This is an optimization exercise on Yosys and OpenROAD, whose aim is small area, not a production implementation. At most, simulation tests tie the RTL to the original design; equivalence was not proved. Only the layout flow was run in run 4; the RTL was not checked for function there. In every run shown here, the design's own scripts or RTL, not TritonCTS, make the clock network. The clock input has no modelled driver; a real chip could not lean on it and would need a root buffer or a full tree. No activity file was given, so power comes from the tool's default toggle rates.

[flow/flow/post_cts.tcl]
# After CTS: replace the small clock tree CTS built (a root buffer and leaf
# buffers) by one clkbuf_16 that drives every flip-flop clock pin, placed at
# the flip-flops' centre. All registers keep the same clock arrival.
set block [ord::get_db_block]
set db [ord::get_db]
set clk_port in_count_increment
set root_net [[$block findBTerm $clk_port] getNet]

set cts_insts {}
set cts_nets {}
foreach inst [$block getInsts] {
  set n [$inst getName]
  if { [string match "clkbuf_*_$clk_port" $n] || [string match "clkload*" $n] } {
    lappend cts_insts $inst
    set xt [$inst findITerm X]
    if { $xt != "NULL" && [$xt getNet] != "NULL" } { lappend cts_nets [$xt getNet] }
  }
}
set sinks {}
set sx 0
set sy 0
foreach inst [$block getInsts] {
  set ck [$inst findITerm CLK]
  if { $ck != "NULL" && [$ck getNet] != "NULL" } {
    lappend sinks $ck
    set b [$inst getBBox]
    set sx [expr {$sx + ([$b xMin] + [$b xMax]) / 2}]
    set sy [expr {$sy + ([$b yMin] + [$b yMax]) / 2}]
  }
}
set ns [llength $sinks]
puts "single clock buffer: removing [llength $cts_insts] CTS cells, $ns sinks"
foreach ck $sinks { $ck disconnect }
foreach inst $cts_insts {
  foreach it [$inst getITerms] { if { [$it getNet] != "NULL" } { $it disconnect } }
  odb::dbInst_destroy $inst
}
foreach net $cts_nets { odb::dbNet_destroy $net }

set master [$db findMaster sky130_fd_sc_hd__clkbuf_16]
set buf [odb::dbInst_create $block $master clkbuf_single_$clk_port]
set net [odb::dbNet_create $block clknet_single_$clk_port]
$net setSigType CLOCK
$root_net setSigType CLOCK
[$buf findITerm A] connect $root_net
[$buf findITerm X] connect $net
foreach ck $sinks { $ck connect $net }
$buf setLocation [expr {$sx / $ns}] [expr {$sy / $ns}]
$buf setPlacementStatus PLACED
detailed_placement
check_placement -verbose
estimate_parasitics -placement
report_clock_skew
[flow/constraint.sdc]
create_clock -name core_clock -period 50.0 [get_ports {in_count_increment}]
set_input_delay 10.0000 -clock core_clock [delete_from_list [all_inputs] [get_ports {in_count_increment}]]
set_output_delay 10.0000 -clock core_clock [all_outputs]
set_load 0.01 [all_outputs]
[flow/flow/synth.tcl]
# The standard flow's synthesis script (synth_recipe.tcl) with two overrides:
# extract_fa is skipped and abc gets this flow's area script.
proc synth {args} { yosys synth -nofsm -noshare {*}$args }
proc extract_fa {args} { puts "extract_fa skipped" }
proc abc {args} {
  set i [lsearch -exact $args -script]
  if { $i >= 0 } { lset args [expr {$i + 1}] $::env(MY_ABC_SCRIPT) }
  yosys abc {*}$args
}
source $::env(SCRIPTS_DIR)/synth.tcl
# left out here: clear keep_hierarchy, flatten, clean up, hide names made inside functions, write 1_2_yosys.v
[flow/config.mk]
export PLATFORM = sky130hd
export DESIGN_NAME = detection_counter_keeper
export DESIGN_NICKNAME = detection_counter_keeper
export VERILOG_FILES = /design/flow/design.v
export SDC_FILE = /design/flow/constraint.sdc
export NUM_CORES = 4
export LEC_CHECK = 0
export ABC_AREA = 1
export CAP_MARGIN = 20
export CORE_AREA = 3 3 72 72
export DIE_AREA = 0 0 75 75
export SLEW_MARGIN = 20
[flow/standard.sh]
#!/bin/bash
# synth_recipe.tcl (not shown) runs the flow's synth.tcl, then flattens the netlist and writes it again
# the make line also repeats each setting of config.mk as NAME=value (left out here)
make -C /OpenROAD-flow-scripts/flow DESIGN_CONFIG=/design/flow/config.mk WORK_HOME=/design/flow/orfs CLKGATE_MAP_FILE= SYNTH_SCRIPT=/design/flow/synth_recipe.tcl "${@:-finish}"
[flow/flow/abc_area_plain.script]
strash
dch
map -a
topo
[flow/flow/run.sh]
#!/bin/bash
# Own layout flow: the standard ORFS flow with three changes:
#  - synthesis: Yosys's half/full adder extraction is skipped and ABC maps for
#    area without buffering/upsizing (flow/abc_area_plain.script);
#  - port buffering uses the smallest buffer (buf_1) instead of the default;
#  - CTS does not insert dummy loads.
# Each tool's output goes to its own log in this folder (and ORFS's logs).
set -euo pipefail
W=$(pwd)
F=$W/flow
export MY_ABC_SCRIPT=$F/abc_area_plain.script
export BUFFER_PORTS_ARGS="-buffer_cell sky130_fd_sc_hd__buf_1"
export CTS_ARGS="-sink_clustering_enable -dont_use_dummy_load -buf_list sky130_fd_sc_hd__clkbuf_16 -root_buf sky130_fd_sc_hd__clkbuf_16 -repair_clock_nets"
export POST_CTS_TCL=$F/post_cts.tcl
make -C "$FLOW_HOME" DESIGN_CONFIG=$W/config.mk WORK_HOME=$W/orfs CLKGATE_MAP_FILE= \
  SYNTH_SCRIPT=$F/synth.tcl synth > $W/make_synth.log 2>&1
make -C "$FLOW_HOME" DESIGN_CONFIG=$W/config.mk WORK_HOME=$W/orfs CLKGATE_MAP_FILE= \
  SYNTH_SCRIPT=$F/synth.tcl finish > $W/make_finish.log 2>&1
R=$W/orfs/results/$FLOW_PLATFORM/detection_counter_keeper/base
: # left out here: write the final layout as DEF
[flow/design.v]
module digit_display(number, seven_segment);
parameter [111:0] SEG_TT = 112'd0;
input [3:0] number;
output wire [7:0] seven_segment;
genvar i;
generate
  for (i = 0; i < 7; i = i + 1) begin : seg
    assign seven_segment[i] = SEG_TT[16*i + number];
  end
endgenerate
assign seven_segment[7] = 1'b1;
endmodule
module detection_counter_keeper(in_reset, in_count_increment,
displ0, displ1, displ2, displ3, displ4, displ5);
input in_reset, in_count_increment;
output wire [7:0] displ0, displ1, displ2, displ3, displ4, displ5;
localparam [63:0] U_NEXT = 64'h55500fec0505ff00;
localparam [15:0] U_IS9  = 16'ha;
localparam [3:0]  U_ONE  = 4'd2;
localparam [63:0] M_TOG  = 64'ha0a0c7c7aa00ffff;
localparam [15:0] M_IS9  = 16'h8800;
reg [3:0] dig1, dig2, dig3, dig4, dig5, dig6;
function [3:0] lut4x4;
  input [63:0] tt;
  input [3:0] s;
  integer b;
  begin
    for (b = 0; b < 4; b = b + 1) lut4x4[b] = tt[16*b + s];
  end
endfunction
wire c2 = U_IS9[dig1];
wire c3 = c2 & M_IS9[dig2];
wire c4 = c3 & M_IS9[dig3];
wire c5 = c4 & M_IS9[dig4];
wire c6 = c5 & M_IS9[dig5];
wire wrap = c6 & M_IS9[dig6];
always @(posedge in_count_increment or posedge in_reset) begin
    if (in_reset) begin
        dig1 <= 4'd0; dig2 <= 4'd0; dig3 <= 4'd0;
        dig4 <= 4'd0; dig5 <= 4'd0; dig6 <= 4'd0;
    end
    else begin
        dig1 <= lut4x4(U_NEXT, dig1) | ({4{wrap}} & U_ONE);
        dig2 <= dig2 ^ ({4{c2}} & lut4x4(M_TOG, dig2));
        dig3 <= dig3 ^ ({4{c3}} & lut4x4(M_TOG, dig3));
        dig4 <= dig4 ^ ({4{c4}} & lut4x4(M_TOG, dig4));
        dig5 <= dig5 ^ ({4{c5}} & lut4x4(M_TOG, dig5));
        dig6 <= dig6 ^ ({4{c6}} & lut4x4(M_TOG, dig6));
    end
end
digit_display #(.SEG_TT(112'h50555443f2e0f0c00c000300e0c)) d1(.number(dig1), .seven_segment(displ0));
digit_display #(.SEG_TT(112'hb333a0eaea00f01010000c0070)) d2(.number(dig2), .seven_segment(displ1));
digit_display #(.SEG_TT(112'hb333a0eaea00f01010000c0070)) d3(.number(dig3), .seven_segment(displ2));
digit_display #(.SEG_TT(112'hb333a0eaea00f01010000c0070)) d4(.number(dig4), .seven_segment(displ3));
digit_display #(.SEG_TT(112'hb333a0eaea00f01010000c0070)) d5(.number(dig5), .seven_segment(displ4));
digit_display #(.SEG_TT(112'hb333a0eaea00f01010000c0070)) d6(.number(dig6), .seven_segment(displ5));
endmodule
==> run notes, run 1 <==
post-synth top area share: 46.4%
HPWL after DPL: 2.07 mm
first-pass GRT wire length: 4.35 mm
fin nets: 209
Syn Std Cell Area: 0.00129 sq mm
largest net degree at the start of global routing: 25
Most used DFF post-synth: dfrtp_1
LEAKAGE: 0.645 nW
Worst VDD drop: 0.0000153 V
fin. max-slew vios: 0
Max Freq: 0.0888 GHz
RSZ-0062 raised after global routing: no
vias: 1,179
Detail Route Antenna Nets: 0
Min-Delay Path Class: flip-flop to flip-flop
YS warnings: 1
initial antenna violation count: 0
crit-path max FO: 6
top cells by area, synth: dfrtp_1, xor2_1, nor3_1
cell mode on critical path: clkinv_1
CP top delay family: buffers and inverters
vias in the first global route: 936
sequential area share after synthesis: 46.4%
WP data required: 40.00 ns
register bit total from synthesis: 24
GRT overflow: 0
die height: 75 um
full die area: 0.00563 sq mm
Max Cap Viol: 0
worst skew pair latency: 0.16 ns
final setup vio count: 0
clk slew on worst S/H paths: 0.09 ns
pre-CTS setup slack: 38.92 ns
die width: 75 um
Commonest cells post-synth: clkinv_1, dfrtp_1, nor2_1
Cell Pwr Density: 18.9 mW/mm^2
clock skew: 0.00205 ns
fraction of registers with async set/reset: 100%
status: finished clean
most frequent cell after synthesis: clkinv_1
vias per inst: 4.59
n_diodes: 0
Synth cell types: 15
Synth-to-Final Area Change: 17.4%
initial drt markers: 38
GRT Overall Usage: 9.56%
post-route worst setup slack: 38.74 ns
CP Data Arrival Time: 1.26 ns
area of the multi-input gates: 573 sq um
Starting Density: 28.9%
core region area: 0.00447 sq mm
number of synthesized flops with an enable pin: 0
Mapped Cells: 162
CP endpoint kind: primary output
FP Rows: 24
WL/cell: 10.4 um
Largest stage delay, worst path: 0.36 ns
slowest stage cell, crit path: dfrtp_1
largest area contributor in the netlist: dfrtp_1
Final Hold Fails: 0
Mean Syn Cell Area: 7.99 sq um
layout cell share with drive strength beyond 1: 0.488%
Filler Cell Count: 489
final core occ: 33.9%
sum of buffers and inverters on the critical path: 3
I/O pin cnt: 50
CP Class: flip-flop to primary output
GPL Wtd Cong: 0.765
# clock sinks: 24
FF+latch area: 601 sq um
crit-path cells: clkinv_1, nor2_1, clkinv_1, o22ai_1, buf_1
residual DRC count: 0
Worst-Margin Slew: 0.872 ns
drt pass-1 iters: 4
crit path launch type: flip-flop
drt total wl: 2.67 mm
Slew headroom: 41.5%
PortBufs: 43
Final Cycle Share: 22.5%
fin crit period: 11.26 ns
setup TNS: 0 ns
-- report_power, final --
| group | switching [mW] | total, mW | internal (mW) | leakage (nW) |
|---|---|---|---|---|
| clock network | 0.00500 | 0.00868 | 0.00368 | 0.0123 |
| logic | 0.000586 | 0.000611 | 0.0000239 | 0.312 |
| registers | 0 | 0.0194 | 0.0194 | 0.321 |
-- per-stage QoR --
stage | std cells | instance area, sq um | power [mW] | hold WS, ns
after floorplan | 167 | 1310 | 0.0206 | 0.480
final | 257 | 1520 | 0.0287 | 0.538
after detailed placement | 256 | 1490 | 0.0204 | 0.528
after global routing | 257 | 1520 | 0.0301 | 0.572
after global placement | 256 | 1490 | 0.0204 | 0.532
-- cell families after synthesis --
group           share of synthesized area, %
flops                                   46.4
simple gates                            19.3
compound gates                          15.1
xor+xnor                                8.12
other cells                            0.290
buf+inv                                 10.7
-- worst reg2reg max path, stage by stage (launching register included) --
cell	delay (ns)
dfrtp_1	0.48
clkinv_1	0.11
nand2_1	0.07
nor2_1	0.23
nand3_1	0.18
nor2_1	0.24
nand3_1	0.24
clkinv_1	0.11
nand3_1	0.21
clkinv_1	0.11
nand3_1	0.16
nor3_1	0.28
xor2_1	0.17
-- cells in the final DEF, fill, tap and decap left out --
cell type,Yosys,routed
nor3_1,19,19
conb_1,1,6
dfrtp_1,24,24
a22oi_1,2,2
buf_1,0,43
a211oi_1,5,5
o22ai_1,2,2
nor2_1,22,22
xor2_1,11,11
a21oi_1,10,10
clkinv_1,25,25
o21ai_0,16,16
clkbuf_16,0,1
xnor2_1,1,1
nand2_1,14,14
nand3_1,4,4
-- layer usage --
layer,global-route usage [%],routed length [um],up-vias
met1,14.8,1350,511
met3,2.00,192,2
met5,0,0,-
li1,-,-,619
met4,1.19,13,0
met2,14.0,1120,47
-- final cells by class --
cell class | count | share of cell area (%)
repair buffers | 43 | 10.6
inverters | 25 | 6.18
well taps | 52 | 4.28
plain buffers | 1 | 1.65
multi-input cells | 112 | 37.7
flip-flops and latches | 24 | 39.5
-- flip-flops by register name, summed over array words and instances (netlist names) --
name / count
dig5: 4
dig4: 4
dig6: 4
dig2: 4
dig3: 4
dig1: 4
-- final timing paths --
kind                              startpoint                end  slack (ns)  depth (start not counted)
hold reg to reg            dig1[0]$_DFF_PP0_  dig1[3]$_DFF_PP0_        0.54                          1
setup / recovery           dig4[2]$_DFF_PP0_          displ3[6]       38.74                          5
max in group asynchronous           in_reset  dig3[0]$_DFF_PP0_       39.72                          2
hold / removal             dig1[0]$_DFF_PP0_  dig1[3]$_DFF_PP0_        0.54                          1
min in group asynchronous           in_reset  dig6[1]$_DFF_PP0_        9.88                          2
setup reg to reg           dig1[2]$_DFF_PP0_  dig6[1]$_DFF_PP0_       47.35                         12
==> run 2: changes to the inputs <==
--- a/flow/flow/run.sh
+++ b/flow/flow/run.sh
@@ -13,4 +13,6 @@
 export CTS_ARGS="-sink_clustering_enable -dont_use_dummy_load -buf_list sky130_fd_sc_hd__clkbuf_16 -root_buf sky130_fd_sc_hd__clkbuf_16 -repair_clock_nets"
 export POST_CTS_TCL=$F/post_cts.tcl
+export SKIP_REPAIR_TIE_FANOUT=1
+export SYNTH_INSBUF=0
 make -C "$FLOW_HOME" DESIGN_CONFIG=$W/config.mk WORK_HOME=$W/orfs CLKGATE_MAP_FILE= \
   SYNTH_SCRIPT=$F/synth.tcl synth > $W/make_synth.log 2>&1
==> run 2 against run 1 <==
  * Cell count decreased by 1.9%
  * Clock power increased by 3.7%
  * Flip-flop and latch count unchanged
  * Sequential share of layout area increased by 0.49 points
  * Critical endpoint is now displ3[5]
  * Register-to-register slack improved by 0.03 ns
  * Core utilization decreased by 0.42 points
  * Still clean on timing, DRC and antenna
  * Critical path depth unchanged
  * Area after synthesis decreased by 3.5%
==> run notes, run 2 <==
layout cell share with drive strength beyond 1: 0.500% (+0.012 points)
CP Data Arrival Time: 1.25 ns (about the same)
vias: 1,133 (-3.9%)
Mean Syn Cell Area: 8.00 sq um (+0.23%)
initial drt markers: 24 (-37%)
post-synth top area share: 48.1% (+1.7 points)
Worst VDD drop: 0.0000152 V (-0.51%)
setup TNS: 0 ns (unchanged)
full die area: 0.00563 sq mm (unchanged)
Commonest cells post-synth: clkinv_1, dfrtp_1, nor2_1
sequential area share after synthesis: 48.1% (+1.7 points)
n_diodes: 0 (unchanged)
HPWL after DPL: 2.02 mm (-2.6%)
GRT Overall Usage: 9.53% (-0.032 points)
Detail Route Antenna Nets: 0 (unchanged)
WP data required: 40.00 ns (about the same)
I/O pin cnt: 50 (unchanged)
Filler Cell Count: 488 (-0.20%)
PortBufs: 43 (unchanged)
Most used DFF post-synth: dfrtp_1
number of synthesized flops with an enable pin: 0 (unchanged)
startpoint of the worst hold path: dig1[3]$_DFF_PP0_
Max Freq: 0.0889 GHz (+0.13%)
fin. max-slew vios: 0 (unchanged)
Synth cell types: 14 (-1)
Synth-to-Final Area Change: 20.1%
R2R setup slack: 47.38 ns (+0.03 ns)
WL/cell: 10.7 um (+3.0%)
drt pass-1 iters: 4 (unchanged)
Starting Density: 27.9% (-1.0 points)
most frequent cell after synthesis: clkinv_1
status: finished clean
top cells by area, synth: dfrtp_1, xor2_1, nor3_1
FF-to-FF End: dig1[1]$_DFF_PP0_
Min-Delay Path Class: flip-flop to flip-flop
die width: 75 um (unchanged)
fin crit period: 11.25 ns (-0.0149 ns)
LEAKAGE: 0.629 nW (-2.5%)
vias in the first global route: 954 (+1.9%)
Slew headroom: 39.9% (-1.6 points)
clock skew: 0.00171 ns (-0.000348 ns)
commonest non-fill, non-tap cell in the layout: buf_1
worst skew pair latency: 0.16 ns (about the same)
largest area contributor in the netlist: dfrtp_1
drt total wl: 2.70 mm (+1.0%)
Worst-Margin Slew: 0.895 ns (+0.0236 ns)
Final Cycle Share: 22.5% (-0.030 points)
crit path launch type: flip-flop
clk slew on worst S/H paths: 0.10 ns (about the same)
largest net degree at the start of global routing: 25 (unchanged)
initial antenna violation count: 0 (unchanged)
Crit Reg-Reg Startpoint: dig1[2]$_DFF_PP0_
fin nets: 204 (-2.4%)
die height: 75 um (unchanged)
first-pass GRT wire length: 4.32 mm (-0.64%)
Final Hold Fails: 0 (unchanged)
register bit total from synthesis: 24 (unchanged)
core region area: 0.00447 sq mm (unchanged)
Syn Std Cell Area: 0.00125 sq mm (-3.5%)
DP Cell Count: 251 (-2.0%)
GRT overflow: 0 (unchanged)
Cell Pwr Density: 19.3 mW/mm^2 (+2.4%)
hold path cells: 0 (-1)
Max Cap Viol: 0 (unchanged)
crit-path max FO: 6 (unchanged)
CP endpoint kind: primary output
GPL Wtd Cong: 0.753 (-1.6%)
residual DRC count: 0 (unchanged)
FP Rows: 24 (unchanged)
most frequent cells in the layout: buf_1, clkinv_1, dfrtp_1
Mapped Cells: 156 (-3.7%)
vias per inst: 4.50 (-2.0%)
Cell Count, Final, Fillers Out: 252 (-1.9%)
final setup vio count: 0 (unchanged)
hold endpoint: dig1[0]$_DFF_PP0_
# clock sinks: 24 (unchanged)
RSZ-0062 raised after global routing: no
fraction of registers with async set/reset: 100% (unchanged)
YS warnings: 1 (unchanged)
Reg2Reg Depth: 13 (+1)
CP Class: flip-flop to primary output
total power: 0.0290 mW (+1.1%)
[run 2: cell count changes after synthesis, sizes merged]
cell  previous run  this run
buf              6         0
[run 2: area by class of cell]
cell class,count,area [sq um],area share (%)
Buffer,1,25.0,1.67
Inverter,25,93.8,6.26
Multi-Input combinational cell,107,554,36.9
Sequential cell,24,601,40.0
Tap cell,52,65.1,4.34
Timing Repair Buffer,43,161,10.8
[run 2: worst max path at each step]
stage / start / end / cells after the start
final: dig4[2]$_DFF_PP0_ / displ3[5] / 5
after global routing: dig4[2]$_DFF_PP0_ / displ3[6] / 5
after detailed placement: dig4[2]$_DFF_PP0_ / displ3[6] / 5
after global placement: dig4[2]$_DFF_PP0_ / displ3[6] / 5
after floorplan: dig4[2]$_DFF_PP0_ / displ3[5] / 4
[run 2: cell families after synthesis]
logic type	after synthesis	share of synthesized area (%)
and+or+nand+nor	59	20.0
AOI/OAI and AO/OA	35	15.6
buffers and inverters	25	7.52
DFF	24	48.1
xor gates and xnor gates	12	8.42
other	1	0.300
[run 2: power breakdown]
part           leakage (nW)  internal, mW  switching, mW
registers             0.321        0.0194              0
logic                 0.295     0.0000239       0.000588
clock network        0.0123       0.00369        0.00530
total                 0.629        0.0231        0.00589
[run 2: metal layers]
metal	GRT usage, %	share of wire, %	wire length [um]
met1	13.5	51	1370
met2	15.3	44	1170
met3	2.00	5.3	144
met4	1.38	0.30	8
met5	0	0	0
[run 2: metrics by stage]
stage	hold WS (ns)	area, sq um	setup slack (ns)	util [%]
2_1_floorplan	0.480	1250	38.95	-
3_5_place_dp	0.537	1480	38.95	33.0
3_3_place_gp	0.532	1480	38.98	33.0
5_1_grt	0.571	1500	38.56	33.5
6_report	0.550	1500	38.75	33.5
[run 2: worst max-delay path: stages (launching register included)]
cell and delay, ns:
dfrtp_1 0.36, clkinv_1 0.13, nor2_1 0.17, clkinv_1 0.14, o22ai_1 0.13, buf_1 0.17
==> run 3: changes to the inputs <==
--- a/flow/flow/run.sh
+++ b/flow/flow/run.sh
@@ -2,5 +2,5 @@
 # Own layout flow: the standard ORFS flow with three changes:
 #  - synthesis: Yosys's half/full adder extraction is skipped and ABC maps for
-#    area without buffering/upsizing (flow/abc_area_plain.script);
+#    area (deepsyn, then amap) without buffering or upsizing (flow/abc_area_plain.script);
 #  - port buffering uses the smallest buffer (buf_1) instead of the default;
 #  - CTS does not insert dummy loads.
==> flow/flow/abc_area_plain.script (replaced) <==
strash
&get -n
&deepsyn -T 60 -S 1
&put
dch -f
amap
topo
==> run 3 against run 2 <==
  * Flip-flop and latch count is the same
  * Largest cell class unchanged
  * Final area down 1.3%
  * Combinational power is 0.7% lower
  * Fmax down 0.93%
==> run notes, run 3 <==
status: finished clean
total power: 0.0291 mW (+0.40%)
Syn Std Cell Area: 0.00123 sq mm (-1.5%)
clk slew on worst S/H paths: 0.10 ns (about the same)
vias: 1,184 (+4.5%)
fraction of registers with async set/reset: 100% (unchanged)
worst skew pair latency: 0.16 ns (about the same)
Synth-to-Final Area Change: 20.4%
clock skew: 0.00395 ns (+0.00224 ns)
FF-to-FF End: dig1[1]$_DFF_PP0_
final core occ: 33.1% (-0.42 points)
largest area contributor in the netlist: dfrtp_1
Worst-Margin Slew: 0.886 ns (-0.00961 ns)
setup TNS: 0 ns (unchanged)
YS warnings: 1 (unchanged)
WP data required: 40.00 ns (about the same)
full die area: 0.00563 sq mm (unchanged)
Cell Pwr Density: 19.7 mW/mm^2 (+1.7%)
core region area: 0.00447 sq mm (unchanged)
n_diodes: 0 (unchanged)
die height: 75 um (unchanged)
Mean Syn Cell Area: 7.69 sq um (-4.0%)
LEAKAGE: 0.611 nW (-2.8%)
initial antenna violation count: 0 (unchanged)
drt total wl: 2.63 mm (-2.4%)
final setup vio count: 0 (unchanged)
Final Cell Area: 0.00148 sq mm (-1.3%)
CP endpoint kind: primary output
crit-path max FO: 5 (-1)
I/O pin cnt: 50 (unchanged)
Max Freq: 0.0881 GHz (-0.93%)
area of the multi-input gates: 505 sq um (-8.8%)
CP Data Arrival Time: 1.35 ns (+0.10 ns)
number of synthesized flops with an enable pin: 0 (unchanged)
commonest non-fill, non-tap cell in the layout: buf_1
vias in the first global route: 983 (+3.0%)
top cells by area, synth: dfrtp_1, nor2_1, clkinv_1
first-pass GRT wire length: 4.31 mm (-0.32%)
largest net degree at the start of global routing: 25 (unchanged)
Slew headroom: 40.6% (+0.64 points)
sequential area share after synthesis: 48.8% (+0.73 points)
Filler Cell Count: 479 (-1.8%)
fin. max-slew vios: 0 (unchanged)
Detail Route Antenna Nets: 0 (unchanged)
Max Cap Viol: 0 (unchanged)
pre-CTS setup slack: 38.82 ns (-0.121 ns)
hold endpoint: dig1[0]$_DFF_PP0_
register bit total from synthesis: 24 (unchanged)
CP Class: flip-flop to primary output
vias per inst: 4.63 (+2.9%)
Most used DFF post-synth: dfrtp_1
Mapped Cells: 160 (+2.6%)
Final Hold Fails: 0 (unchanged)
WL/cell: 10.3 um (-3.9%)
initial drt markers: 22 (-8.3%)
# clock sinks: 24 (unchanged)
FF+latch area: 601 sq um (unchanged)
residual DRC count: 0 (unchanged)
Final Cycle Share: 22.7% (+0.21 points)
GRT overflow: 0 (unchanged)
Synth cell types: 14 (unchanged)
startpoint of the worst hold path: dig1[3]$_DFF_PP0_
Starting Density: 27.5% (-0.42 points)
PortBufs: 43 (unchanged)
crit path launch type: flip-flop
die width: 75 um (unchanged)
most frequent cell after synthesis: nor2_1
most frequent cells in the layout: buf_1, nor2_1, clkinv_1
Min-Delay Path Class: flip-flop to flip-flop
RSZ-0062 raised after global routing: no
Worst VDD drop: 0.0000149 V (-2.5%)
fin nets: 208 (+2.0%)
Reg2Reg Depth: 22 (+9)
hold path cells: 0 (unchanged)
Commonest cells post-synth: nor2_1, clkinv_1, dfrtp_1
post-synth top area share: 48.8% (+0.73 points)
FP Rows: 24 (unchanged)
Crit Reg-Reg Startpoint: dig1[0]$_DFF_PP0_
fin crit period: 11.35 ns (+0.105 ns)
layout cell share with drive strength beyond 1: 0.490% (-0.0098 points)
R2R setup slack: 46.63 ns (-0.75 ns)
Post-DP Area: 0.00146 sq mm (-1.3%)
post-route worst setup slack: 38.65 ns (-0.105 ns)
GPL Wtd Cong: 0.773 (+2.8%)
drt pass-1 iters: 4 (unchanged)
GRT Overall Usage: 9.67% (+0.15 points)
HPWL after DPL: 2.02 mm (about the same)
run 3: report_power, final:
group / switching, mW / internal [mW]
sequential: 0 / 0.0194
combinational: 0.000585 / 0.0000239
clock: 0.00542 / 0.00370
run 3: how the worst max path moves through the flow:
| stage | from | end | slack, ns |
|---|---|---|---|
| 3_3_place_gp | dig3[2]$_DFF_PP0_ | displ2[5] | 38.86 |
| 5_1_grt | dig3[2]$_DFF_PP0_ | displ2[5] | 38.48 |
| 2_1_floorplan | dig3[2]$_DFF_PP0_ | displ2[5] | 38.89 |
| 6_report | dig3[2]$_DFF_PP0_ | displ2[5] | 38.65 |
| 3_5_place_dp | dig3[2]$_DFF_PP0_ | displ2[5] | 38.82 |
run 3: cell type report:
type                       instances  area share (%)
buffer                             1            1.69
inverter                          33            8.36
multi-input combinational        103            34.1
sequential                        24            40.5
tap                               52            4.39
timing repair buffer              43            10.9
run 3: metal layers:
| layer | vias to the layer above | global-route usage, % | part of all wire [%] |
|---|---|---|---|
| li1 | 628 | - | - |
| met3 | 2 | 2.00 | 6.0 |
| met4 | 0 | 1.78 | 0.65 |
| met1 | 526 | 13.8 | 48 |
| met2 | 28 | 15.4 | 45 |
| met5 | - | 0 | 0 |
run 3: logic make-up after synthesis:
family                 count (synthesis)  share of synthesized area [%]
other                                  1                          0.305
AOI/OAI and AO/OA                     46                           22.7
DFF                                   24                           48.8
buffers and inverters                 33                           10.1
and+or+nand+nor                       56                           18.1
run 3: worst max-delay path: stages, from the launching register on:
cell,delay [ns]
dfrtp_1,0.38
clkinv_1,0.14
nor2_1,0.17
clkinv_1,0.14
o22ai_1,0.19
buf_1,0.18
run 3: stage by stage:
stage	hold slack, ns	std cells
finish	0.478	256
floorplan	0.408	160
global placement	0.451	255
global route	0.511	256
detailed placement	0.460	255
==> run 4: changes to the inputs <==
==> flow/design.v (replaced) <==
module digit_units(s, wrap, seg, n, is9);
input [3:0] s;
input wrap;
output [6:0] seg;
output [3:0] n;
output is9;
localparam [111:0] SEG  = 112'h50555443f2e0f0c00c000300e04;
localparam [63:0]  NEXT = 64'h55500fec0505ff00;
localparam [15:0]  IS9  = 16'ha;
genvar i;
generate
  for (i = 0; i < 7; i = i + 1) begin : g
    assign seg[i] = SEG[16*i + s];
  end
endgenerate
assign n[0] = NEXT[0 + s];
assign n[1] = NEXT[16 + s] | wrap;
assign n[2] = NEXT[32 + s];
assign n[3] = NEXT[48 + s];
assign is9 = IS9[s];
endmodule
module digit_upper(s, cin, seg, n, cout);
input [3:0] s;
input cin;
output [6:0] seg;
output [3:0] n;
output cout;
localparam [111:0] SEG = 112'hb333a0fafa00f00300000c0070;
localparam [63:0]  TOG = 64'ha0b0c7f5aa00ffff;
localparam [15:0]  IS9 = 16'h8800;
genvar i;
generate
  for (i = 0; i < 7; i = i + 1) begin : g
    assign seg[i] = SEG[16*i + s];
  end
  for (i = 0; i < 4; i = i + 1) begin : t
    assign n[i] = s[i] ^ (cin & TOG[16*i + s]);
  end
endgenerate
assign cout = cin & IS9[s];
endmodule
module detection_counter_keeper(in_reset, in_count_increment,
displ0, displ1, displ2, displ3, displ4, displ5);
input in_reset, in_count_increment;
output wire [7:0] displ0, displ1, displ2, displ3, displ4, displ5;
reg [3:0] dig1, dig2, dig3, dig4, dig5, dig6;
wire [3:0] n1, n2, n3, n4, n5, n6;
wire c2, c3, c4, c5, c6, wrap;
always @(posedge in_count_increment or posedge in_reset) begin
    if (in_reset) begin
        dig1 <= 4'd0; dig2 <= 4'd0; dig3 <= 4'd0;
        dig4 <= 4'd0; dig5 <= 4'd0; dig6 <= 4'd0;
    end
    else begin
        dig1 <= n1; dig2 <= n2; dig3 <= n3;
        dig4 <= n4; dig5 <= n5; dig6 <= n6;
    end
end
digit_units d1(.s(dig1), .wrap(wrap), .seg(displ0[6:0]), .n(n1), .is9(c2));
digit_upper d2(.s(dig2), .cin(c2), .seg(displ1[6:0]), .n(n2), .cout(c3));
digit_upper d3(.s(dig3), .cin(c3), .seg(displ2[6:0]), .n(n3), .cout(c4));
digit_upper d4(.s(dig4), .cin(c4), .seg(displ3[6:0]), .n(n4), .cout(c5));
digit_upper d5(.s(dig5), .cin(c5), .seg(displ4[6:0]), .n(n5), .cout(c6));
digit_upper d6(.s(dig6), .cin(c6), .seg(displ5[6:0]), .n(n6), .cout(wrap));
assign displ0[7] = 1'b1;
assign displ1[7] = 1'b1;
assign displ2[7] = 1'b1;
assign displ3[7] = 1'b1;
assign displ4[7] = 1'b1;
assign displ5[7] = 1'b1;
endmodule
--- a/flow/config.mk
+++ b/flow/config.mk
@@ -11,2 +11,4 @@
 export DIE_AREA = 0 0 75 75
 export SLEW_MARGIN = 20
+export SYNTH_HIERARCHICAL = 1
+export SYNTH_MINIMUM_KEEP_SIZE = 0
==> run 4 against run 3 <==
  * Sequential share of layout area grew 0.91 points
  * Critical path depth is 1 lower
  * Worst setup slack better by 0.014 ns
  * Still clean
  * Die area did not move
  * Register-to-register slack worse by 0.07 ns
  * Sequential power hardly changed
  * Largest power group unchanged
==> run notes, run 4 <==
Cell Count, Final, Fillers Out: 248 (-3.1%)
commonest non-fill, non-tap cell in the layout: buf_1
CP top delay family: simple AND/OR/NAND/NOR gates
slowest stage cell, crit path: dfrtp_1
final setup vio count: 0 (unchanged)
met2 WL: 1.04 mm (-12%)
met3 wire len: 156 um (-1.9%)
Commonest cells post-synth: nor2_1, dfrtp_1, nand2_1
worst skew pair latency: 0.15 ns (about the same)
top cells by area, synth: dfrtp_1, nor2_1, nand2_1
CP Class: flip-flop to primary output
GPL Wtd Cong: 0.738 (-4.6%)
register bit total from synthesis: 24 (unchanged)
die height: 75 um (unchanged)
sum of buffers and inverters on the critical path: 1 (-2)
Worst-Margin Slew: 0.853 ns (-0.0322 ns)
post-synth top area share: 50.2% (+1.3 points)
Slew headroom: 42.8% (+2.2 points)
post-route worst setup slack: 38.66 ns (+0.0139 ns)
n_diodes: 0 (unchanged)
WL met1: 1.23 mm (-3.1%)
HPWL after DPL: 1.92 mm (-4.9%)
pre-CTS setup slack: 38.85 ns (+0.0252 ns)
# clock sinks: 24 (unchanged)
fin. max-slew vios: 0 (unchanged)
PortBufs: 43 (unchanged)
Min-Delay Path Class: flip-flop to flip-flop
WP data required: 40.00 ns (about the same)
GRT overflow: 0 (unchanged)
YS warnings: 7 (+6)
Worst VDD drop: 0.0000137 V (-7.9%)
initial drt markers: 19 (-14%)
full die area: 0.00563 sq mm (unchanged)
crit path launch type: flip-flop
Final Cycle Share: 22.7% (-0.028 points)
layout cell share with drive strength beyond 1: 0.510% (+0.020 points)
total power: 0.0284 mW (-2.4%)
sequential area share after synthesis: 50.2% (+1.3 points)
most frequent cell after synthesis: nor2_1
Syn Std Cell Area: 0.00120 sq mm (-2.6%)
drt total wl: 2.45 mm (-7.0%)
setup TNS: 0 ns (unchanged)
Synth cell types: 17 (+3)
vias in the first global route: 946 (-3.8%)
GRT Overall Usage: 9.41% (-0.26 points)
fin crit period: 11.34 ns (-0.0139 ns)
number of synthesized flops with an enable pin: 0 (unchanged)
largest area contributor in the netlist: dfrtp_1
Mapped Cells: 152 (-5.0%)
WL/cell: 9.87 um (-4.0%)
RSZ-0062 raised after global routing: no
Starting Density: 26.8% (-0.73 points)
die width: 75 um (unchanged)
crit-path max FO: 7 (+2)
Max Cap Viol: 0 (unchanged)
crit-path cells: nor2_1, and2_0, nor3_1, buf_1
first-pass GRT wire length: 4.24 mm (-1.6%)
Synth-to-Final Area Change: 21.0%
residual DRC count: 0 (unchanged)
Final Hold Fails: 0 (unchanged)
clock skew: 0.00247 ns (-0.00148 ns)
core region area: 0.00447 sq mm (unchanged)
clk slew on worst S/H paths: 0.09 ns (about the same)
fin nets: 200 (-3.8%)
FP Rows: 24 (unchanged)
drt pass-1 iters: 4 (unchanged)
worst hold slack: 0.460 ns (-0.0177 ns)
initial antenna violation count: 0 (unchanged)
Cell Pwr Density: 19.6 mW/mm^2 (-0.20%)
largest net degree at the start of global routing: 25 (unchanged)
Most used DFF post-synth: dfrtp_1
status: finished clean
Max Freq: 0.0882 GHz (+0.12%)
CP Data Arrival Time: 1.34 ns (about the same)
vias per inst: 4.61 (-0.26%)
Max Used Layer: met4
DP Cell Count: 247 (-3.1%)
Largest stage delay, worst path: 0.45 ns (+0.07 ns)
CP endpoint kind: primary output
vias: 1,144 (-3.4%)
LEAKAGE: 0.594 nW (-2.9%)
I/O pin cnt: 50 (unchanged)
Detail Route Antenna Nets: 0 (unchanged)
most frequent cells in the layout: buf_1, nor2_1, dfrtp_1
Mean Syn Cell Area: 7.88 sq um (+2.5%)
fraction of registers with async set/reset: 100% (unchanged)
run 4: cell types whose count changed after synthesis, sizes merged, moves of 3 or more:
cell / before / now
clkinv: 33 / 16
o22ai: 14 / 1
nand2: 9 / 20
a22oi: 10 / 0
nand3: 0 / 10
nor2: 39 / 33
or2: 0 / 6
a211oi: 0 / 5
a31oi: 0 / 5
o21a: 1 / 5
a21oi: 9 / 6
run 4: power breakdown:
part | total [mW] | internal (mW) | switching (mW)
combinational | 0.000595 | 0.0000240 | 0.000571
clock | 0.00844 | 0.00367 | 0.00477
sequential | 0.0194 | 0.0194 | 0
total | 0.0284 | 0.0231 | 0.00534
run 4: area by class of cell:
class	instances	area, sq um
Fill cell	496	3030
Sequential cell	24	601
Multi-Input combinational cell	112	537
Timing Repair Buffer	43	161
Tap cell	52	65.1
Inverter	16	60.1
Buffer	1	25.0
run 4: metal layers:
metal  global-route usage [%]  vias up
met2                     14.7       33
met3                     2.00        2
met1                     13.5      504
li1                         -      605
met4                     1.78        0
met5                        0        -
run 4: worst register-to-register path, delay by kind of cell, from the launching register on:
kind / cells / cell delay, ns
AND/OR/NAND/NOR: 13 / 2.95
flip-flops: 1 / 0.45
run 4: worst paths after layout:
check | from | end | slack, ns | depth (start not counted)
max | dig1[2]$_DFF_PP0_ | displ0[0] | 38.66 | 4
min | dig1[3]$_DFF_PP0_ | dig1[0]$_DFF_PP0_ | 0.46 | 0
max reg2reg | dig1[2]$_DFF_PP0_ | dig1[1]$_DFF_PP0_ | 46.56 | 13
min reg2reg | dig1[3]$_DFF_PP0_ | dig1[0]$_DFF_PP0_ | 0.46 | 0
max in group asynchronous | in_reset | dig3[1]$_DFF_PP0_ | 39.72 | 2
min in group asynchronous | in_reset | dig5[1]$_DFF_PP0_ | 9.87 | 2
run 4: cells by family (layout without fill, tap and decap cells):
logic type      count (synthesis)  in the layout  share of synthesized area (%)
compound gates                 32             32                           16.1
buf+inv                        16             60                           5.02
flops                          24             24                           50.2
other cells                     1              1                          0.313
simple gates                   79             79                           28.4
run 4: modules after synthesis (local to each module, per instance):
module	copies in the design	flops+latches	cells inside
digit_units	1	0	16
detection_counter_keeper	1	24	26
digit_upper	5	0	22
run 4: through the flow:
stage | utilization [%] | area, sq um
after floorplan | - | 1200
after global placement | 31.8 | 1420
after detailed placement | 31.8 | 1420
after global routing | 32.4 | 1450
final | 32.4 | 1450
==> run 5: changes to the inputs <==
--- a/flow/design.v
+++ b/flow/design.v
@@ -5,5 +5,5 @@
 output [3:0] n;
 output is9;
-localparam [111:0] SEG  = 112'h50555443f2e0f0c00c000300e04;
+localparam [111:0] SEG  = 112'h50555443f2e0f0c00c000300e0c;
 localparam [63:0]  NEXT = 64'h55500fec0505ff00;
 localparam [15:0]  IS9  = 16'ha;
@@ -26,6 +26,6 @@
 output [3:0] n;
 output cout;
-localparam [111:0] SEG = 112'hb333a0fafa00f00300000c0070;
-localparam [63:0]  TOG = 64'ha0b0c7f5aa00ffff;
+localparam [111:0] SEG = 112'hb333a0eaea00f01010000c0070;
+localparam [63:0]  TOG = 64'ha0a0c7c7aa00ffff;
 localparam [15:0]  IS9 = 16'h8800;
 genvar i;
==> run 5 against run 4 <==
  * First-iteration DRC count grew 74%
  * Synthesized cell count fell by 3.3%
  * Core utilization fell by 0.14 points
  * Sequential power about the same
  * Via count is 0.79% higher
  * Highest routed layer unchanged
  * Register-to-register slack better by 0.03 ns
  * Sequential share of layout area up 0.18 points
  * Combinational power rose by 1%
  * Clock power up 2.7%
  * Routed wire length increased by 5.8%
  * Cell count shrank 2.0%
==> run notes, run 5 <==
commonest non-fill, non-tap cell in the layout: buf_1
WL/cell: 10.7 um (+8.0%)
Most used DFF post-synth: dfrtp_1
Min-Delay Path Class: flip-flop to flip-flop
largest area contributor in the netlist: dfrtp_1
FP Rows: 24 (unchanged)
Max Cap Viol: 0 (unchanged)
n_diodes: 0 (unchanged)
Cell Count, Final, Fillers Out: 243 (-2.0%)
fraction of registers with async set/reset: 100% (unchanged)
core region area: 0.00447 sq mm (unchanged)
slowest stage cell, crit path: dfrtp_1
GRT met1 Usage: 13.8% (+0.27 points)
routing usage on met2: 15.4% (+0.68 points)
Mean Syn Cell Area: 8.10 sq um (+2.9%)
Worst VDD drop: 0.0000134 V (-2.0%)
number of synthesized flops with an enable pin: 0 (unchanged)
Cell Pwr Density: 19.9 mW/mm^2 (+1.3%)
Most Used Layer, Global Route: met2
crit-path max FO: 5 (-2)
Detail Route Antenna Nets: 0 (unchanged)
initial antenna violation count: 0 (unchanged)
vias: 1,153 (+0.79%)
Mapped Cells: 147 (-3.3%)
post-route worst setup slack: 38.69 ns (+0.0312 ns)
drt pass-1 iters: 4 (unchanged)
I/O pin cnt: 50 (unchanged)
CP endpoint kind: primary output
initial drt markers: 33 (+14)
Commonest cells post-synth: clkinv_1, nor2_1, dfrtp_1
# clock sinks: 24 (unchanged)
CP Class: flip-flop to primary output
WP data required: 40.00 ns (about the same)
fin nets: 195 (-2.5%)
GRT overflow: 0 (unchanged)
CP Data Arrival Time: 1.31 ns (-0.03 ns)
residual DRC count: 0 (unchanged)
final setup vio count: 0 (unchanged)
top cells by area, synth: dfrtp_1, clkinv_1, nor2_1
sequential area share after synthesis: 50.4% (+0.26 points)
register bit total from synthesis: 24 (unchanged)
HPWL after DPL: 1.97 mm (+2.7%)
post-synth top area share: 50.4% (+0.26 points)
PortBufs: 43 (unchanged)
cell mode on critical path: clkinv_1
Final Cycle Share: 22.6% (-0.062 points)
status: finished clean
crit path launch type: flip-flop
Starting Density: 26.6% (-0.14 points)
first-pass GRT wire length: 4.42 mm (+4.4%)
clock skew: 0.00542 ns (+0.00295 ns)
layout cell share with drive strength beyond 1: 0.524% (+0.013 points)
grt met3 use: 2.27% (+0.27 points)
Largest stage delay, worst path: 0.36 ns (-0.09 ns)
YS warnings: 7 (unchanged)
DP Cell Count: 242 (-2.0%)
LEAKAGE: 0.582 nW (-2.0%)
Synth-to-Final Area Change: 21.1% (about the same)
setup TNS: 0 ns (unchanged)
fin. max-slew vios: 0 (unchanged)
Final Hold Fails: 0 (unchanged)
GRT Overall Usage: 9.76% (+0.35 points)
GPL Wtd Cong: 0.787 (+6.6%)
vias in the first global route: 1,011 (+6.9%)
die height: 75 um (unchanged)
die width: 75 um (unchanged)
most frequent cells in the layout: buf_1, clkinv_1, nor2_1
largest net degree at the start of global routing: 25 (unchanged)
pre-CTS setup slack: 38.88 ns (+0.0336 ns)
worst skew pair latency: 0.16 ns (about the same)
most frequent cell after synthesis: clkinv_1
crit-path cells: clkinv_1, nor2_1, clkinv_1, o22ai_1, buf_1
clk slew on worst S/H paths: 0.10 ns (about the same)
total power: 0.0287 mW (+0.85%)
final core occ: 32.2% (-0.14 points)
Syn Std Cell Area: 0.00119 sq mm (-0.52%)
fin crit period: 11.31 ns (-0.0312 ns)
Synth cell types: 15 (-2)
Worst-Margin Slew: 0.873 ns (+0.0193 ns)
Max Freq: 0.0884 GHz (+0.28%)
Slew headroom: 41.5% (-1.3 points)
vias per inst: 4.74 (+2.9%)
drt total wl: 2.59 mm (+5.8%)
RSZ-0062 raised after global routing: no
full die area: 0.00563 sq mm (unchanged)
-- run 5: cell type report --
type	count	area, sq um
Fill cell	480	3030
Sequential cell	24	601
Multi-Input combinational cell	91	470
Timing Repair Buffer	43	161
Inverter	32	120
Tap cell	52	65.1
Buffer	1	25.0
-- run 5: Yosys stat by module, one instance, submodules excluded --
module | cells inside | area (sq um) | flip-flops and latches | copies in the design
detection_counter_keeper | 26 | 608 | 24 | 1
digit_units | 16 | 76.3 | 0 | 1
digit_upper | 21 | 101 | 0 | 5
-- run 5: cell families after synthesis --
kind of cell           synth area share, %
other                                0.315
buffers and inverters                 10.1
AND/OR/NAND/NOR                       17.0
AO/OA/AOI/OAI                         22.2
flip-flops                            50.4
-- run 5: path summary, 6_finish.rpt --
kind	end	depth (start not counted)	start	slack [ns]
min in group asynchronous	dig6[3]$_DFF_PP0_	2	in_reset	9.87
max reg2reg	dig1[1]$_DFF_PP0_	12	dig1[2]$_DFF_PP0_	46.59
min	dig1[0]$_DFF_PP0_	0	dig1[3]$_DFF_PP0_	0.47
max in group asynchronous	dig2[1]$_DFF_PP0_	2	in_reset	39.72
max	displ5[5]	5	dig6[2]$_DFF_PP0_	38.69
min reg2reg	dig1[0]$_DFF_PP0_	0	dig1[3]$_DFF_PP0_	0.47
-- run 5: power by group --
| group | switching [mW] | internal, mW | leakage (nW) | total [mW] |
|---|---|---|---|---|
| registers | 0 | 0.0194 | 0.321 | 0.0194 |
| logic | 0.000578 | 0.0000240 | 0.248 | 0.000603 |
| clock network | 0.00499 | 0.00368 | 0.0123 | 0.00867 |
| total | 0.00557 | 0.0231 | 0.582 | 0.0287 |
-- run 5: worst max-delay path, delay by kind of cell (launching register included) --
kind            cells  cell delay [ns]
simple gates        1             0.17
compound gates      1             0.18
buf+inv             3             0.44
flops               1             0.36
-- run 5: routing by layer --
| layer | wire [um] | vias to the layer above | share of wire, % |
|---|---|---|---|
| met5 | 0 | - | 0 |
| met4 | 12 | 0 | 0.46 |
| met3 | 163 | 2 | 6.3 |
| met2 | 1110 | 33 | 43 |
| met1 | 1300 | 512 | 50 |
| li1 | - | 606 | - |
-- run 5: stage by stage --
stage / hold WS (ns) / instance area [sq um]
finish: 0.466 / 1440
global route: 0.490 / 1440
detailed placement: 0.445 / 1420
global placement: 0.446 / 1420
floorplan: 0.408 / 1190
==> run 6: changes to the inputs <==
--- a/flow/design.v
+++ b/flow/design.v
@@ -5,5 +5,5 @@
 output [3:0] n;
 output is9;
-localparam [111:0] SEG  = 112'h50555443f2e0f0c00c000300e0c;
+localparam [111:0] SEG  = 112'h50555443f2e0f0c00c000300e04;
 localparam [63:0]  NEXT = 64'h55500fec0505ff00;
 localparam [15:0]  IS9  = 16'ha;
@@ -26,6 +26,6 @@
 output [3:0] n;
 output cout;
-localparam [111:0] SEG = 112'hb333a0eaea00f01010000c0070;
-localparam [63:0]  TOG = 64'ha0a0c7c7aa00ffff;
+localparam [111:0] SEG = 112'hb333a0fafa00f00300000c0070;
+localparam [63:0]  TOG = 64'ha0a0c7f5aa00ffff;
 localparam [15:0]  IS9 = 16'h8800;
 genvar i;
--- a/flow/flow/run.sh
+++ b/flow/flow/run.sh
@@ -1,8 +1,9 @@
 #!/bin/bash
-# Own layout flow: the standard ORFS flow with three changes:
-#  - synthesis: Yosys's half/full adder extraction is skipped and ABC maps for
-#    area (deepsyn, then amap) without buffering or upsizing (flow/abc_area_plain.script);
+# Own layout flow: the standard ORFS flow (same config.mk, make targets and
+# synthesis script) with these changes:
 #  - port buffering uses the smallest buffer (buf_1) instead of the default;
-#  - CTS does not insert dummy loads.
+#  - the constant decimal-point outputs share one tie cell;
+#  - after CTS, flow/post_cts.tcl replaces the small clock tree by a single
+#    clkbuf_16 driving every flip-flop (all registers see the same clock).
 # Each tool's output goes to its own log in this folder (and ORFS's logs).
 set -euo pipefail
==> flow/flow/abc_area_plain.script (replaced) <==
strash
&get -n
&deepsyn -T 10 -S 1
&put
dch -f
amap
topo
==> run 6 against run 5 <==
  * Still clean
  * Synthesized cell count fell by 3.4%
  * Area after synthesis fell by 1.6%
  * Clock power rose by 0.9%
  * Via count fell by 4.9%
  * Core utilization fell by 0.42 points
  * Critical endpoint is now displ0[0]
  * Largest cell class unchanged
  * Largest power group unchanged
==> run notes, run 6 <==
drt pass-1 iters: 4 (unchanged)
Final Hold Fails: 0 (unchanged)
clk slew on worst S/H paths: 0.10 ns (about the same)
post-synthesis compound-gate area fraction: 19.6% (-2.5 points)
Max Freq: 0.0888 GHz (+0.43%)
residual DRC count: 0 (unchanged)
Mapped Cells: 142 (-3.4%)
GRT Overall Usage: 9.32% (-0.44 points)
Synth Area in Adders: 0% (unchanged)
Filler Cell Count: 487 (+1.5%)
die width: 75 um (unchanged)
CP Data Arrival Time: 1.26 ns (-0.05 ns)
GPL Wtd Cong: 0.743 (-5.6%)
simple-gate share of the synthesized area: 25.3% (+8.3 points)
fin nets: 190 (-2.6%)
area of the multi-input gates: 531 sq um (+13%)
switching share of total power: 19.6% (+0.21 points)
Detail Route Antenna Nets: 0 (unchanged)
fin. max-slew vios: 0 (unchanged)
Starting Density: 26.2% (-0.42 points)
top cells by area, synth: dfrtp_1, nor2_1, nand2_1
Synth Area in XOR/XNOR: 0% (unchanged)
FP Rows: 24 (unchanged)
DP Cell Count: 237 (-2.1%)
register bit total from synthesis: 24 (unchanged)
vias: 1,097 (-4.9%)
Synth cell types: 18 (+3)
Crit Reg-Reg Startpoint: dig1[2]$_DFF_PP0_
Cell Count, Final, Fillers Out: 238 (-2.1%)
WP data required: 40.00 ns (about the same)
final setup vio count: 0 (unchanged)
largest family of logic cells by synthesized area: simple AND/OR/NAND/NOR gates
mux cell area share after synthesis: 0% (unchanged)
CP Class: flip-flop to primary output
slowest stage cell, crit path: dfrtp_1
n_diodes: 0 (unchanged)
Max Cap Viol: 0 (unchanged)
crit path launch type: flip-flop
commonest non-fill, non-tap cell in the layout: buf_1
# clock sinks: 24 (unchanged)
crit-path cells: nor2_1, and2_0, nor3_1, buf_1
initial drt markers: 46 (+39%)
fraction of registers with async set/reset: 100% (unchanged)
total power: 0.0288 mW (+0.28%)
most frequent cell after synthesis: nor2_1
core region area: 0.00447 sq mm (unchanged)
number of synthesized flops with an enable pin: 0 (unchanged)
P_int: 0.0231 mW (about the same)
Cell Pwr Density: 20.2 mW/mm^2 (+1.6%)
Final Cell Area: 0.00142 sq mm (-1.3%)
Slew headroom: 40.8% (-0.67 points)
full die area: 0.00563 sq mm (unchanged)
die height: 75 um (unchanged)
Critical Path Start: dig1[2]$_DFF_PP0_
Post-DP Area: 0.00140 sq mm (-1.3%)
R2R setup slack: 46.74 ns (+0.15 ns)
CP endpoint kind: primary output
worst hold slack: 0.446 ns (-0.0200 ns)
Largest stage delay, worst path: 0.45 ns (+0.09 ns)
Min-Delay Path Class: flip-flop to flip-flop
most frequent cells in the layout: buf_1, nor2_1, dfrtp_1
initial antenna violation count: 0 (unchanged)
HPWL after DPL: 1.93 mm (-1.9%)
crit-path max FO: 7 (+2)
clock skew: 0.00794 ns (+0.00252 ns)
Mean Syn Cell Area: 8.26 sq um (+1.9%)
startpoint of the worst hold path: dig1[3]$_DFF_PP0_
FF+latch area: 601 sq um (unchanged)
Synth-to-Final Area Change: 21.5%
vias per inst: 4.61 (-2.9%)
Worst-Margin Slew: 0.883 ns (+0.00999 ns)
Commonest cells post-synth: nor2_1, dfrtp_1, nand2_1
WL/cell: 10.6 um (-0.66%)
vias in the first global route: 948 (-6.2%)
sequential power share: 67.5% (about the same)
I/O pin cnt: 50 (unchanged)
Worst VDD drop: 0.0000150 V (+12%)
LEAKAGE: 0.595 nW (+2.1%)
worst skew pair latency: 0.16 ns (about the same)
largest net degree at the start of global routing: 25 (unchanged)
setup TNS: 0 ns (unchanged)
logic gate share of total power: 2.1% (about the same)
first-pass GRT wire length: 4.23 mm (-4.4%)
largest area contributor in the netlist: dfrtp_1
Syn Std Cell Area: 0.00117 sq mm (-1.6%)
layout cell share with drive strength beyond 1: 0.538% (+0.014 points)
PortBufs: 43 (unchanged)
YS warnings: 7 (unchanged)
status: finished clean
post-synth top area share: 51.2% (+0.81 points)
drt total wl: 2.52 mm (-2.7%)
clock share of power: 30.4% (about the same)
GRT overflow: 0 (unchanged)
Final Cycle Share: 22.5% (-0.098 points)
Psw: 0.00565 mW (+1.4%)
Most used DFF post-synth: dfrtp_1
RSZ-0062 raised after global routing: no
fin crit period: 11.26 ns (-0.0488 ns)
sequential area share after synthesis: 51.2% (+0.81 points)
## run 6: power groups by stage
stage,Clock [mW],Sequential [mW],Combinational [mW]
floorplan,0,0.0198,0.000483
global placement,0,0.0198,0.000650
detailed placement,0,0.0198,0.000663
global route,0.0102,0.0194,0.000756
finish,0.00875,0.0194,0.000607
## run 6: cell families (layout without fill, tap and decap cells)
logic type,after synthesis,in the layout
simple gates,69,69
compound gates,37,37
flops,24,24
buf+inv,11,55
other cells,1,1
## run 6: worst paths after layout
| kind | depth (start not counted) | end |
|---|---|---|
| min | 0 | dig1[0]$_DFF_PP0_ |
| max in group asynchronous | 2 | dig1[1]$_DFF_PP0_ |
| max reg2reg | 13 | dig6[3]$_DFF_PP0_ |
| max | 4 | displ0[0] |
| min in group asynchronous | 2 | dig5[0]$_DFF_PP0_ |
| min reg2reg | 0 | dig1[0]$_DFF_PP0_ |
## run 6: area by class of cell
cell class | count | area share (%)
tap | 52 | 4.57
timing repair buffer | 43 | 11.3
inverter | 11 | 2.90
sequential | 24 | 42.2
buffer | 1 | 1.76
multi-input combinational | 107 | 37.3
## run 6: critical path: cells and delay by family, from the launching register on
kind,cells,cell delay (ns)
buf+inv,1,0.17
flops,1,0.45
simple gates,3,0.48
## run 6: layer usage
layer	wire, um	share of wire [%]	global-route usage [%]
met1	1220	48	12.7
met2	1160	46	15.5
met3	132	5.2	2.27
met4	9	0.36	1.19
met5	0	0	0
## run 6: per-module statistics from Yosys, one instance, submodules excluded
module | cells | copies in the design | cell area (sq um) | flip-flops and latches
digit_units | 16 | 1 | 76.3 | 0
digit_upper | 20 | 5 | 97.6 | 0
detection_counter_keeper | 26 | 1 | 608 | 24
## run 6: per-stage QoR
step	util, %	setup WS [ns]
2_1_floorplan	-	39.03
3_3_place_gp	31.3	38.94
3_5_place_dp	31.3	38.91
5_1_grt	31.8	38.58
6_report	31.8	38.74
==> run 7: changes to the inputs <==
--- a/flow/flow/post_cts.tcl
+++ b/flow/flow/post_cts.tcl
@@ -1,4 +1,4 @@
 # After CTS: replace the small clock tree CTS built (a root buffer and leaf
-# buffers) by one clkbuf_16 that drives every flip-flop clock pin, placed at
+# buffers) by one buf_12 that drives every flip-flop clock pin, placed at
 # the flip-flops' centre. All registers keep the same clock arrival.
 set block [ord::get_db_block]
@@ -38,5 +38,5 @@
 foreach net $cts_nets { odb::dbNet_destroy $net }
 
-set master [$db findMaster sky130_fd_sc_hd__clkbuf_16]
+set master [$db findMaster sky130_fd_sc_hd__buf_12]
 set buf [odb::dbInst_create $block $master clkbuf_single_$clk_port]
 set net [odb::dbNet_create $block clknet_single_$clk_port]
==> run 7 against run 6 <==
  * Global-route usage up 0.083 points
  * Area after synthesis unchanged
  * Total power decreased by 1.3%
  * Register-to-register slack about the same
  * Critical path type unchanged
  * Core utilization down 0.11 points
  * Fmax grew 0.20%
  * Hold slack improved by 0.00080 ns
  * Sequential share of layout area increased by 0.15 points
  * Critical path depth is the same
  * Highest routed layer unchanged
  * Flip-flop and latch count did not move
  * Die area is the same
==> run notes, run 7 <==
status: finished clean
Mean Syn Cell Area: 8.26 sq um (unchanged)
fraction of registers with async set/reset: 100% (unchanged)
sequential area share after synthesis: 51.2% (unchanged)
Final Hold Fails: 0 (unchanged)
initial antenna violation count: 0 (unchanged)
Cell Count, Final, Fillers Out: 238 (unchanged)
residual DRC count: 0 (unchanged)
worst hold slack: 0.447 ns (+0.000801 ns)
WL/cell: 10.6 um (+0.56%)
vias: 1,094 (-0.27%)
RSZ-0062 raised after global routing: no
final core occ: 31.7% (-0.11 points)
setup TNS: 0 ns (unchanged)
core region area: 0.00447 sq mm (unchanged)
Worst VDD drop: 0.0000143 V (-4.7%)
Syn Std Cell Area: 0.00117 sq mm (unchanged)
n_diodes: 0 (unchanged)
clk slew on worst S/H paths: 0.10 ns (about the same)
Synth cell types: 18 (unchanged)
crit path launch type: flip-flop
drt total wl: 2.53 mm (+0.56%)
layout cell share with drive strength beyond 1: 0.538% (unchanged)
YS warnings: 7 (unchanged)
LEAKAGE: 0.592 nW (-0.49%)
top cells by area, synth: dfrtp_1, nor2_1, nand2_1
P_int: 0.0227 mW (-1.8%)
vias per inst: 4.60 (-0.27%)
Cell Pwr Density: 20.0 mW/mm^2 (-0.95%)
post-route worst setup slack: 38.76 ns (+0.0220 ns)
Reg2Reg Depth: 13 (unchanged)
Slew headroom: 40.7% (-0.052 points)
drt pass-1 iters: 4 (unchanged)
switching share of total power: 20.1% (+0.44 points)
PortBufs: 43 (unchanged)
Starting Density: 26.2% (unchanged)
hold path cells: 0 (unchanged)
GPL Wtd Cong: 0.743 (unchanged)
Min-Delay Path Class: flip-flop to flip-flop
most frequent cell after synthesis: nor2_1
Crit Reg-Reg Startpoint: dig1[2]$_DFF_PP0_
fin nets: 190 (unchanged)
FF+latch area: 601 sq um (unchanged)
final setup vio count: 0 (unchanged)
startpoint of the worst hold path: dig1[3]$_DFF_PP0_
register bit total from synthesis: 24 (unchanged)
clock share of power: 29.5% (-0.9 points)
pre-CTS setup slack: 38.91 ns (unchanged)
DP Cell Count: 237 (unchanged)
Mapped Cells: 142 (unchanged)
Commonest cells post-synth: nor2_1, dfrtp_1, nand2_1
HPWL after DPL: 1.93 mm (unchanged)
clock skew: 0.00487 ns (-0.00307 ns)
full die area: 0.00563 sq mm (unchanged)
Filler Cell Count: 487 (unchanged)
commonest non-fill, non-tap cell in the layout: buf_1
post-synth top area share: 51.2% (unchanged)
worst skew pair latency: 0.13 ns (-0.03 ns)
# clock sinks: 24 (unchanged)
area of the multi-input gates: 531 sq um (unchanged)
vias in the first global route: 948 (unchanged)
Max Freq: 0.0890 GHz (+0.20%)
CP endpoint kind: primary output
grt met3 use: 2.27% (unchanged)
I/O pin cnt: 50 (unchanged)
Final Cycle Share: 22.5% (-0.044 points)
FP Rows: 24 (unchanged)
largest area contributor in the netlist: dfrtp_1
routing usage on met2: 15.5% (unchanged)
die width: 75 um (unchanged)
GRT Overall Usage: 9.40% (+0.083 points)
Worst-Margin Slew: 0.883 ns (+0.000770 ns)
Psw: 0.00570 mW (+0.91%)
GRT overflow: 0 (unchanged)
fin crit period: 11.24 ns (-0.0220 ns)
Detail Route Antenna Nets: 0 (unchanged)
Most Used Layer, Global Route: met2
crit-path max FO: 7 (unchanged)
first-pass GRT wire length: 4.24 mm (+0.17%)
die height: 75 um (unchanged)
Most used DFF post-synth: dfrtp_1
fin. max-slew vios: 0 (unchanged)
initial drt markers: 44 (-4.3%)
Synth-to-Final Area Change: 21.0%
sequential power share: 68.3% (+0.8 points)
most frequent cells in the layout: buf_1, nor2_1, dfrtp_1
R2R setup slack: 46.73 ns (about the same)
CP Class: flip-flop to primary output
Max Cap Viol: 0 (unchanged)
GRT met1 Usage: 12.7% (unchanged)
number of synthesized flops with an enable pin: 0 (unchanged)
largest net degree at the start of global routing: 25 (unchanged)
WP data required: 40.00 ns (about the same)
Critical Path Start: dig1[2]$_DFF_PP0_
logic gate share of total power: 2.1% (about the same)
CP Data Arrival Time: 1.24 ns (-0.02 ns)
-- run 7: cell count changes in the layout (fill, tap and decap cells not counted) --
cell / previous run / this run
buf_12: 0 / 1
clkbuf_16: 1 / 0
-- run 7: cell type report --
cell class | count | area share (%)
sequential | 24 | 42.3
multi-input combinational | 107 | 37.4
timing repair buffer | 43 | 11.4
tap | 52 | 4.59
inverter | 11 | 2.91
buffer | 1 | 1.41
-- run 7: worst max-delay path, stage by stage (launching register included) --
cell and delay (ns):
dfrtp_1 0.46, nor2_1 0.09, and2_0 0.24, nor3_1 0.15
buf_1 0.17
-- run 7: power groups by stage --
stage | sequential (mW) | clock (mW) | combinational, mW
after floorplan | 0.0198 | 0 | 0.000483
after global placement | 0.0198 | 0 | 0.000650
after detailed placement | 0.0198 | 0 | 0.000663
after global routing | 0.0194 | 0.00972 | 0.000756
final | 0.0194 | 0.00838 | 0.000607
-- run 7: cell families after synthesis --
kind of cell / Yosys count / synth area share (%)
and+or+nand+nor: 69 / 25.3
AOI/OAI and AO/OA: 37 / 19.6
DFF: 24 / 51.2
buffers and inverters: 11 / 3.52
other: 1 / 0.320
-- run 7: path summary, 6_finish.rpt --
kind,to
setup / recovery,displ0[0]
hold / removal,dig1[0]$_DFF_PP0_
setup reg to reg,dig6[3]$_DFF_PP0_
hold reg to reg,dig1[0]$_DFF_PP0_
max in group asynchronous,dig1[1]$_DFF_PP0_
min in group asynchronous,dig5[0]$_DFF_PP0_
-- run 7: metrics by stage --
stage	power, mW	instance area (sq um)
2_1_floorplan	0.0203	1170
3_3_place_gp	0.0204	1400
3_5_place_dp	0.0204	1400
5_1_grt	0.0299	1420
6_report	0.0284	1420
-- run 7: metal layers --
| layer | share of wire (%) | wire, um |
|---|---|---|
| met2 | 46 | 1170 |
| met5 | 0 | 0 |
| met3 | 5.2 | 131 |
| met1 | 48 | 1220 |
| met4 | 0.67 | 17 |
-- run 7: Yosys stat by module (local to each module, per instance) --
| module | cells inside | flops+latches |
|---|---|---|
| detection_counter_keeper | 26 | 24 |
| digit_units | 16 | 0 |
| digit_upper | 20 | 0 |

==> port drivers added, routing unchanged <==
The flow's constraints put no driver on any port. The routed layouts listed below were extracted and timed again, unchanged, in two steps.
Step 1 (the two cells are an assumption about what drives the block):
set clk [get_ports {in_count_increment}]
set_driving_cell -lib_cell sky130_fd_sc_hd__clkbuf_16 $clk
set_driving_cell -lib_cell sky130_fd_sc_hd__buf_2 [delete_from_list [all_inputs] $clk]
Step 2 times the ports against the registers' clock, not the clock port: input delays grow and output delays shrink by t, the midpoint of the rising clock arrivals with the driver on.
Three values: ideal ports, drivers, drivers and shift; two values: the first two.
| run | shift t [ns] | setup slack, ns | worst setup path at the end |
|---|---|---|---|
| run 1 | 0.184 | 38.735 / 38.706 / 38.890 | register to output |
| run 2 | 0.187 | 38.750 / 38.722 / 38.909 | register to output |
| run 3 | 0.190 | 38.645 / 38.616 / 38.806 | register to output |
| run 4 | 0.182 | 38.659 / 38.630 / 38.812 | register to output |
| run 5 | 0.185 | 38.690 / 38.661 / 38.846 | register to output |
| run 6 | 0.185 | 38.739 / 38.711 / 38.896 | register to output |
| run 7 | 0.164 | 38.761 / 38.729 / 38.893 | register to output |
After both steps every run listed still meets setup and hold.
